From an optimization exercise on the open Yosys and OpenROAD flow, aimed at small area and a short achievable clock period; shortcuts taken in it are not production practice.

==> run a: inputs <==
==> flow/design.v (excerpt) <==
module IntegratedSystem (A, B, C, clk);
input clk;
input [15:0] A;
input [15:0] B;
output [30:0] C;
reg [30:0] C;
reg [15:0] r1_a;
reg [7:0] r1_one, r1_two, r1_neg;
wire [16:0] bx = {B, 1'b0};
wire [7:0] e_one, e_two, e_neg;
genvar g;
generate for (g = 0; g < 8; g = g + 1) begin : enc
  assign e_one[g] = bx[2*g+1] ^ bx[2*g];
  assign e_two[g] = (bx[2*g+2] & ~bx[2*g+1] & ~bx[2*g]) | (~bx[2*g+2] & bx[2*g+1] & bx[2*g]);
  assign e_neg[g] = bx[2*g+2];
end endgenerate
always @(posedge clk) begin
    r1_a <= A;
    r1_one <= e_one;
    r1_two <= e_two;
    r1_neg <= e_neg;
end
reg [86:0] r2;
wire pp_1;
wire pp_2;
wire pp_3;
wire pp_4;
wire pp_5;
wire pp_6;
wire pp_7;
wire pp_8;
wire pp_9;
wire pp_10;
wire pp_11;
wire pp_12;
wire pp_13;
wire pp_14;
wire pp_15;
wire pp_16;
wire pp_17;
wire pp_18;
wire pp_19;
wire pp_20;
wire pp_21;
wire pp_22;
wire pp_23;
wire pp_24;
wire pp_25;
wire pp_26;
wire pp_27;
wire pp_28;
wire pp_29;
wire pp_30;
wire pp_31;
wire pp_32;
wire pp_33;
wire pp_34;
wire pp_35;
wire pp_36;
wire pp_37;
wire pp_38;
wire pp_39;
wire pp_40;
wire pp_41;
wire pp_42;
wire pp_43;
wire pp_44;
wire pp_45;
wire pp_46;
wire pp_47;
wire pp_48;
wire pp_49;
wire pp_50;
wire pp_51;
wire pp_52;
wire pp_53;
wire pp_54;
wire pp_55;
wire pp_56;
wire pp_57;
wire pp_58;
wire pp_59;
wire pp_60;
wire pp_61;
wire pp_62;
wire pp_63;
wire pp_64;
wire pp_65;
wire pp_66;
wire pp_67;
wire pp_68;
wire pp_69;
wire pp_70;
wire pp_71;
wire pp_72;
wire pp_73;
wire pp_74;
wire pp_75;
wire pp_76;
wire pp_77;
wire pp_78;
wire pp_79;
wire pp_80;
wire pp_81;
wire pp_82;
wire pp_83;
wire pp_84;
wire pp_85;
wire pp_86;
wire pp_87;
wire pp_88;
wire pp_89;
wire pp_90;
wire pp_91;
wire pp_92;
wire pp_93;
wire pp_94;
wire pp_95;
wire pp_96;
wire pp_97;
wire pp_98;
wire pp_99;
wire pp_100;
wire pp_101;
wire pp_102;
wire pp_103;
wire pp_104;
wire pp_105;
wire pp_106;
wire pp_107;
wire pp_108;
wire pp_109;
wire pp_110;
wire pp_111;
wire pp_112;
wire pp_113;
wire pp_114;
wire pp_115;
wire pp_116;
wire pp_117;
  ...
clock: 6.5 ns
lec_check: 0
cap_margin: 20
core_margin: 2
core_utilization: 40
slew_margin: 20
run.sh (not shown) runs the stock make flow with config.mk's settings and CLKGATE_MAP_FILE= SYNTH_SCRIPT=/design/flow/synth_recipe.tcl, a recipe that flattens the netlist after the stock synthesis.
==> inputs of run b, as changes to run a <==
- SETUP_SLACK_MARGIN: default -> 4.3
==> load_flow_metrics.sql <==
INSERT INTO impl_metrics (metric_group, metric, value, unit) VALUES
('finish', 'layout_commonest_cell', 'sky130_fd_sc_hd__dfxtp_1', ''),
('detailed_routing', 'violation_count_after_the_first_detailed_routing_iteration', '467', ''),
('run_status', 'status', 'timing/DRC/antenna clean', ''),
('worst_hold_path', 'worstHoldEndpoint', 'C[3]', ''),
('setup_path', 'path_common_cell', 'sky130_fd_sc_hd__fa_1', ''),
('global_routing', 'global_route.usage.met1', '25.8', '%'),
('detailed_routing', 'met3WireLength', '1210', 'microns');
-- figures above: run a

==> load_flow_metrics.sql <==
INSERT INTO impl_metrics (metric_group, metric, value, unit) VALUES
('detailed_routing', 'met3WireLength', '1270', 'microns'),
('run_status', 'status', 'timing/DRC/antenna clean', ''),
('setup_path', 'path_common_cell', 'sky130_fd_sc_hd__fa_2', ''),
('cts', 'postCtsResizedCells', '174', ''),
('detailed_routing', 'violation_count_after_the_first_detailed_routing_iteration', '369', ''),
('global_routing', 'global_route.usage.met1', '25.5', '%');
-- figures above: run b

Function was not checked in any run of this note: the RTL went through the layout flow alone.

* * *

==> job 6816: inputs <==
Another version of the RTL of IntegratedSystem (not shown whole).
==> flow/config.mk <==
export PLATFORM = sky130hd
export DESIGN_NAME = IntegratedSystem
export DESIGN_NICKNAME = IntegratedSystem
export VERILOG_FILES = /design/flow/design.v
export SDC_FILE = /design/flow/constraint.sdc
export NUM_CORES = 4
export LEC_CHECK = 0
export CAP_MARGIN = 20
export CORE_MARGIN = 2
export CORE_UTILIZATION = 40
export SETUP_SLACK_MARGIN = 4.0
export SLEW_MARGIN = 20
==> flow/constraint.sdc <==
create_clock -name core_clock -period 6.5 [get_ports {clk}]
set_input_delay 1.3000 -clock core_clock [delete_from_list [all_inputs] [get_ports {clk}]]
set_output_delay 1.3000 -clock core_clock [all_outputs]
set_load 0.01 [all_outputs]
==> inputs of job 4566, as changes to job 6816 <==
Settings changed: SETUP_SLACK_MARGIN 4.0 to 4.3.
==> run notes <==
metric                                                                 job 4566                  job 6816
Run status                                             timing/DRC/antenna clean  timing/DRC/antenna clean
Hold Path Sink                                                     C[1]$_DFF_P_              C[3]$_DFF_P_
Worst-margin pin slew                                                 0.5985 ns                 0.9758 ns
Most common cell after layout, fill and taps aside     sky130_fd_sc_hd__a22oi_1  sky130_fd_sc_hd__dfxtp_1
Share of post-route cells with drive strength above 1                    19.40%                    11.70%
WL met3                                                                  842 um                    944 um
Hold path startpoint                                              r2[1]$_DFF_P_             r2[3]$_DFF_P_
Worst hold slack                                                      0.3268 ns                 0.3268 ns
Final Instance Count excl. Fillers                                        1,151                     1,152
Met1 Resource Use GR                                                     22.88%                    23.28%
Vias in the first global route                                            6,074                     6,053
Avg WL per Cell                                                        16.52 um                  16.53 um
Via count normalized by instance count                                    5.009                     4.943
Global-route wire length before repair                                31,960 um                 31,830 um
Post-route cell area                                              0.01061 sq mm             0.01057 sq mm
CP arrival                                                              6.37 ns                   6.31 ns
Global-route usage over all layers                                       17.21%                    17.21%
No functional check of the RTL was part of any run of this note.

## separate check: timing with driven ports
In the flow no input, the clock included, has a driving cell. The finished layouts below were timed again as built, in two steps. Step 1 (the two cells are an assumption about what drives the block):
set clk [get_ports {clk}]
set_driving_cell -lib_cell sky130_fd_sc_hd__clkbuf_16 $clk
set_driving_cell -lib_cell sky130_fd_sc_hd__buf_2 [delete_from_list [all_inputs] $clk]
Step 2 moves the port delays by t, midway between the first and last clock arrival at a register: inputs arrive t later, outputs are due t later. That takes back most of the time a late clock gives input paths. Slacks: no drivers / after step 1 / after step 2; pairs: no drivers / after step 1.
| run | t, ns | setup WS [ns] | worst hold slack (ns) | cell pins on the clock port's net |
|---|---|---|---|---|
| run a | 0.469 | 0.355 / 0.355 / 0.355 | 0.324 / 0.324 / 0.324 | 1 |
| run b | 0.466 | 0.916 / 0.916 / 0.916 | 0.329 / 0.329 / 0.329 | 1 |
| job 6816 | 0.466 | 0.510 / 0.510 / 0.510 | 0.327 / 0.327 / 0.327 | 1 |
| job 4566 | 0.473 | 0.460 / 0.460 / 0.460 | 0.327 / 0.327 / 0.327 | 1 |
After both steps every run listed still meets setup and hold.
